What follows belongs to an exercise in optimizing a design on an open flow for small area and a short achievable clock period; a production flow would make more cautious choices. The RTL was checked by simulation tests, not by an equivalence proof against the original design.

## run A
## neuron
module neuron (CLK, INIT, RESET, SPIKED, V_OUT, U_OUT, I, a, b, c, d);
    input CLK, INIT, RESET;
    input [31:0] I, a, b, c, d;
    output SPIKED;
    output [31:0] V_OUT, U_OUT;
    reg [31:0] V;    
    reg [31:0] U;    
    assign V_OUT = V;
    assign U_OUT = U;
    function [8:0] bk_add8;
        input [7:0] a;
        input [7:0] b;
        input ci;
        reg [7:0] p, g;
        reg [8:0] c;
        reg G1, G2, G3, G4, G5, G6, G7, G8, G9, G10, G11, G12, P2, P3, P4, P6;
        begin
            p = a ^ b;
            g = a & b;
            G1 = g[0] | (p[0] & ci);
            G2 = g[2] | (p[2] & g[1]);
            P2 = p[2] & p[1];
            G3 = g[4] | (p[4] & g[3]);
            P3 = p[4] & p[3];
            G4 = g[6] | (p[6] & g[5]);
            P4 = p[6] & p[5];
            G5 = G2 | (P2 & G1);
            G6 = G4 | (P4 & G3);
            P6 = P4 & P3;
            G7 = G6 | (P6 & G5);
            G8 = G3 | (P3 & G5);
            G9 = g[1] | (p[1] & G1);
            G10 = g[3] | (p[3] & G5);
            G11 = g[5] | (p[5] & G8);
            G12 = g[7] | (p[7] & G7);
            c = {G12, G7, G11, G8, G10, G5, G9, G1, ci};
            bk_add8 = {c[8], p ^ c[7:0]};
        end
    endfunction
    function [24:0] bk_add24;
        input [23:0] a;
        input [23:0] b;
        input ci;
        reg [23:0] p, g;
        reg [24:0] c;
  ...
Size in the first run: ~15000 cells after synthesis, roughly 64 flip-flops.
==> flow/config.mk <==
export PLATFORM = sky130hd
export DESIGN_NAME = neuron
export DESIGN_NICKNAME = neuron
export VERILOG_FILES = /design/flow/design.v
export SDC_FILE = /design/flow/constraint.sdc
export NUM_CORES = 4
export LEC_CHECK = 0
export ABC_AREA = 1
export CAP_MARGIN = 50
export CORE_MARGIN = 2
export CORE_UTILIZATION = 70
export PLACE_DENSITY = 0.85
export SLEW_MARGIN = 70
export SYNTH_HIERARCHICAL = 1
export SYNTH_MINIMUM_KEEP_SIZE = 0
==> flow/constraint.sdc <==
create_clock -name core_clock -period 120.0 [get_ports {CLK}]
set_input_delay 24.0000 -clock core_clock [delete_from_list [all_inputs] [get_ports {CLK}]]
set_output_delay 24.0000 -clock core_clock [all_outputs]
set_load 0.01 [all_outputs]
standard.sh (not shown) runs the stock make flow with config.mk's settings and CLKGATE_MAP_FILE= SYNTH_SCRIPT=/design/flow/synth_recipe.tcl, a recipe that flattens the netlist after the stock synthesis.
==> flow/flow/run.sh <==
#!/bin/bash
set -euo pipefail
W=$(pwd)
bash "$W/standard.sh" SETUP_SLACK_MARGIN=60 finish > "$W/flow_make.log" 2>&1
For run A, the flow was terminated by a tool error in 5_1_grt and produced no final design.
For run B, these inputs were changed with respect to run A:
- swapping 70 for 60 in CORE_UTILIZATION
- swapping 0.85 for 0.75 in PLACE_DENSITY
==> flow/flow/run.sh <==
#!/bin/bash
set -euo pipefail
W=$(pwd)
bash "$W/standard.sh" SETUP_SLACK_MARGIN=60 SKIP_GATE_CLONING=1 SKIP_PIN_SWAP=1 SETUP_MOVE_SEQUENCE=unbuffer,sizeup,buffer finish > "$W/flow_make.log" 2>&1
- Run B was carried through to the last stage, and its layout satisfied the timing, design-rule and antenna checks.
- [compare] base=run A new=run B: placer congestion estimate shows a reduction of about 7%, site row count shows an increase of 8.6%, number of gates resized after cts shows an increase of 7.0%, post-synthesis compound-gate area fraction shows no meaningful change.
- Count of flip-flops with a built-in enable after synthesis across run B and run A: no real change.
- From run A to run B the numbers moved as follows: worst slack at placement went up; area after synthesis essentially unchanged.
## Diff of input files: run C against run B
==> flow/run.sh (new file) <==
#!/bin/bash
# synth_recipe.tcl (not shown) runs the flow's synth.tcl, then flattens the netlist and writes it again
# the make line also repeats each setting of config.mk as NAME=value (left out here)
make -C /OpenROAD-flow-scripts/flow DESIGN_CONFIG=/design/flow/config.mk WORK_HOME=/design/flow/orfs CLKGATE_MAP_FILE= SYNTH_SCRIPT=/design/flow/synth_recipe.tcl finish
removed: flow/flow/run.sh
removed: flow/standard.sh
==> comparison <==
- Fmax: run C < run B
- As far as area after synthesis goes, run C and run B are indistinguishable; the numbers are identical.
- The count of antenna diodes in the layout number comes out lower for run C vs run B.
- Slowest library cell on the worst path = fa_1: run C; slowest library cell on the worst path = fa_2: run B
- On wire length: between run C and run B, it ends up higher for run B.
- Logic depth of the worst setup path including buffers, run C vs run B: up by more than half

job 101:
neuron, a different RTL version from the one above (not shown whole).
export LEC_CHECK = 0
export ABC_AREA = 1
export CAP_MARGIN = 50
export CORE_MARGIN = 2
export CORE_UTILIZATION = 60
export PLACE_DENSITY = 0.75
export SLEW_MARGIN = 70
create_clock -name core_clock -period 120.0 [get_ports {CLK}]
run.sh (not shown) runs the stock make flow with config.mk's settings and CLKGATE_MAP_FILE= SYNTH_SCRIPT=/design/flow/synth_recipe.tcl, a recipe that flattens the netlist after the stock synthesis.
Stock flow here: none of the scripts above is used.
The inputs of job 103 differ from those of job 101 as listed below.
Settings: a change of CAP_MARGIN from 50 to 20; a change of PLACE_DENSITY from 0.75 to 0.6; a change of CORE_UTILIZATION from 60 to 40; a change of SLEW_MARGIN from 70 to 20.
Findings:
For job 103, the cell at the slowest stage of the critical path was sky130_fd_sc_hd__o21ai_0, unlike job 101, where it was sky130_fd_sc_hd__ha_2.
[compare] base=job 101 new=job 103: synthesis-to-finish area growth lower; fmax -1.5 MHz; post-route clock period utilization picked up an extra 6.9 points; well tap count shows an increase of 46%.
Relative to job 101, placed wire-length estimate after detailed placement increased by 14000 um in job 103.
| final critical-path setup slack | job 103 vs job 101 | 8.31 ns lower |

Setup of rev 12:
RTL: one of the versions met above, not the one the previous note started from.
Size in the first run: about 64 flip-flops, ~100000 µm² of cells after synthesis.
clock: 120.0 ns
lec_check: 0
abc_area: 1
cap_margin: 50
core_margin: 2
core_utilization: 60
place_density: 0.75
slew_margin: 70
synth_hierarchical: 1
synth_minimum_keep_size: 0
standard.sh (not shown) runs the stock make flow with config.mk's settings and CLKGATE_MAP_FILE= SYNTH_SCRIPT=/design/flow/synth_recipe.tcl, a recipe that flattens the netlist after the stock synthesis.
==> flow/flow/run.sh <==
#!/bin/bash
set -euo pipefail
W=$(pwd)
bash "$W/standard.sh" SETUP_SLACK_MARGIN=60 finish > "$W/flow_make.log" 2>&1
Modified inputs, rev 13 compared to rev 12
==> flow/flow/run.sh <==
#!/bin/bash
set -euo pipefail
W=$(pwd)
bash "$W/standard.sh" SETUP_SLACK_MARGIN=60 SKIP_GATE_CLONING=1 SKIP_PIN_SWAP=1 finish > "$W/flow_make.log" 2>&1
==> results.txt <==
- In terms of routing usage on met3, rev 12 and rev 13 differ only marginally.
- Rev 13 and rev 12 ended up with nearly the same width of the chip.
- Finished layout cell area went down slightly going from rev 12 to rev 13.
- Lower first-pass GRT wire length goes to rev 13 over rev 12.
- The final reports for rev 13 and rev 12 show wire length reported by the detailed router lower in the former.

## amber
Another version of the RTL of neuron (not shown whole).
For scale: about 15000 cells after synthesis, about 230 I/O pins.
// neuron
module neuron (CLK, INIT, RESET, SPIKED, V_OUT, U_OUT, I, a, b, c, d);
clock: 120.0 ns
lec_check: 0
abc_area: 1
cap_margin: 50
core_margin: 2
core_utilization: 60
place_density: 0.75
slew_margin: 70
synth_hierarchical: 1
synth_minimum_keep_size: 0
==> flow/flow/run.sh <==
#!/bin/bash
set -euo pipefail
W=$(pwd)
bash "$W/standard.sh" SETUP_SLACK_MARGIN=60 finish > "$W/flow_make.log" 2>&1
amber: all stages complete, timing, DRC and antenna checks passed
Setup changes, amber to violet
Settings: CAP_MARGIN: 50 -> 30.
==> flow/run.sh (new file) <==
#!/bin/bash
# synth_recipe.tcl (not shown) runs the flow's synth.tcl, then flattens the netlist and writes it again
# the make line also repeats each setting of config.mk as NAME=value (left out here)
make -C /OpenROAD-flow-scripts/flow DESIGN_CONFIG=/design/flow/config.mk WORK_HOME=/design/flow/orfs CLKGATE_MAP_FILE= SYNTH_SCRIPT=/design/flow/synth_recipe.tcl finish
removed: flow/flow/run.sh
removed: flow/standard.sh
--- outcome ---
On sequential share of layout area, violet tracks amber almost exactly. violet vs amber — largest fanout on the critical path climbed by more than half. Routed wire in violet totals less than in amber. Going from amber to violet, relative area change from synthesis to final layout lower; fraction of met3 tracks used by global routing lower; critical path depth higher. In the tables for violet and amber, met2 usage reads lower with amber. violet vs amber, clock buffer count in the final layout went down by 1. violet does better than amber on final area.
--- input diff violet..ember ---
Settings: changing CAP_MARGIN from 30 to 50.
## What came out
- Taking violet as the reference, in ember routed length on met3 +about 0.65%, core occupancy in the finished layout stayed essentially flat, layout overhead on the synthesized area level, non-clock buffer count now sits higher.
- From violet to ember the numbers moved as follows: clock network contribution to total cell area comparable, layout cell share with drive strength beyond 1 comparable.

[separate check: timing with driven ports]
The flow's constraints put no driver on any port. The routed layouts listed below were extracted and timed again, unchanged, in two steps.
Step 1, drivers: a clkbuf_16 drives CLK and a buf_2 each remaining input, both assumed.
Step 2 also shifts input and output timing later by t, the mid clock arrival at the registers, as if the neighbouring blocks saw the same clock.
Slacks: ideal ports / drivers / drivers and shift; pairs: ideal ports / drivers.
| run | shift t [ns] | slack for setup (ns) | worst setup path after step 2 | pins driven straight from the clock port |
|---|---|---|---|---|
| run B | 0.434 | 61.336 / 61.316 / 60.882 | input to register | 1 |
| run C | 0.438 | 51.002 / 51.002 / 51.002 | register to register | 1 |
| job 101 | 0.478 | 50.435 / 50.435 / 50.435 | register to register | 1 |
| job 103 | 0.490 | 42.123 / 42.123 / 42.123 | register to register | 1 |
| rev 12 | 0.428 | 61.373 / 61.409 / 60.981 | input to register | 1 |
| rev 13 | 0.438 | 61.558 / 61.531 / 61.093 | input to register | 1 |
| amber | 0.450 | 61.420 / 61.457 / 61.007 | input to register | 1 |
| violet | 0.416 | 51.193 / 51.193 / 51.193 | register to register | 1 |
| ember | 0.412 | 51.860 / 51.860 / 51.860 | register to register | 1 |
After both steps setup and hold are still met in every run listed. For rev 13, which loses most, drivers alone change the setup slack by -0.027 ns; drivers and shift together by -0.465 ns.
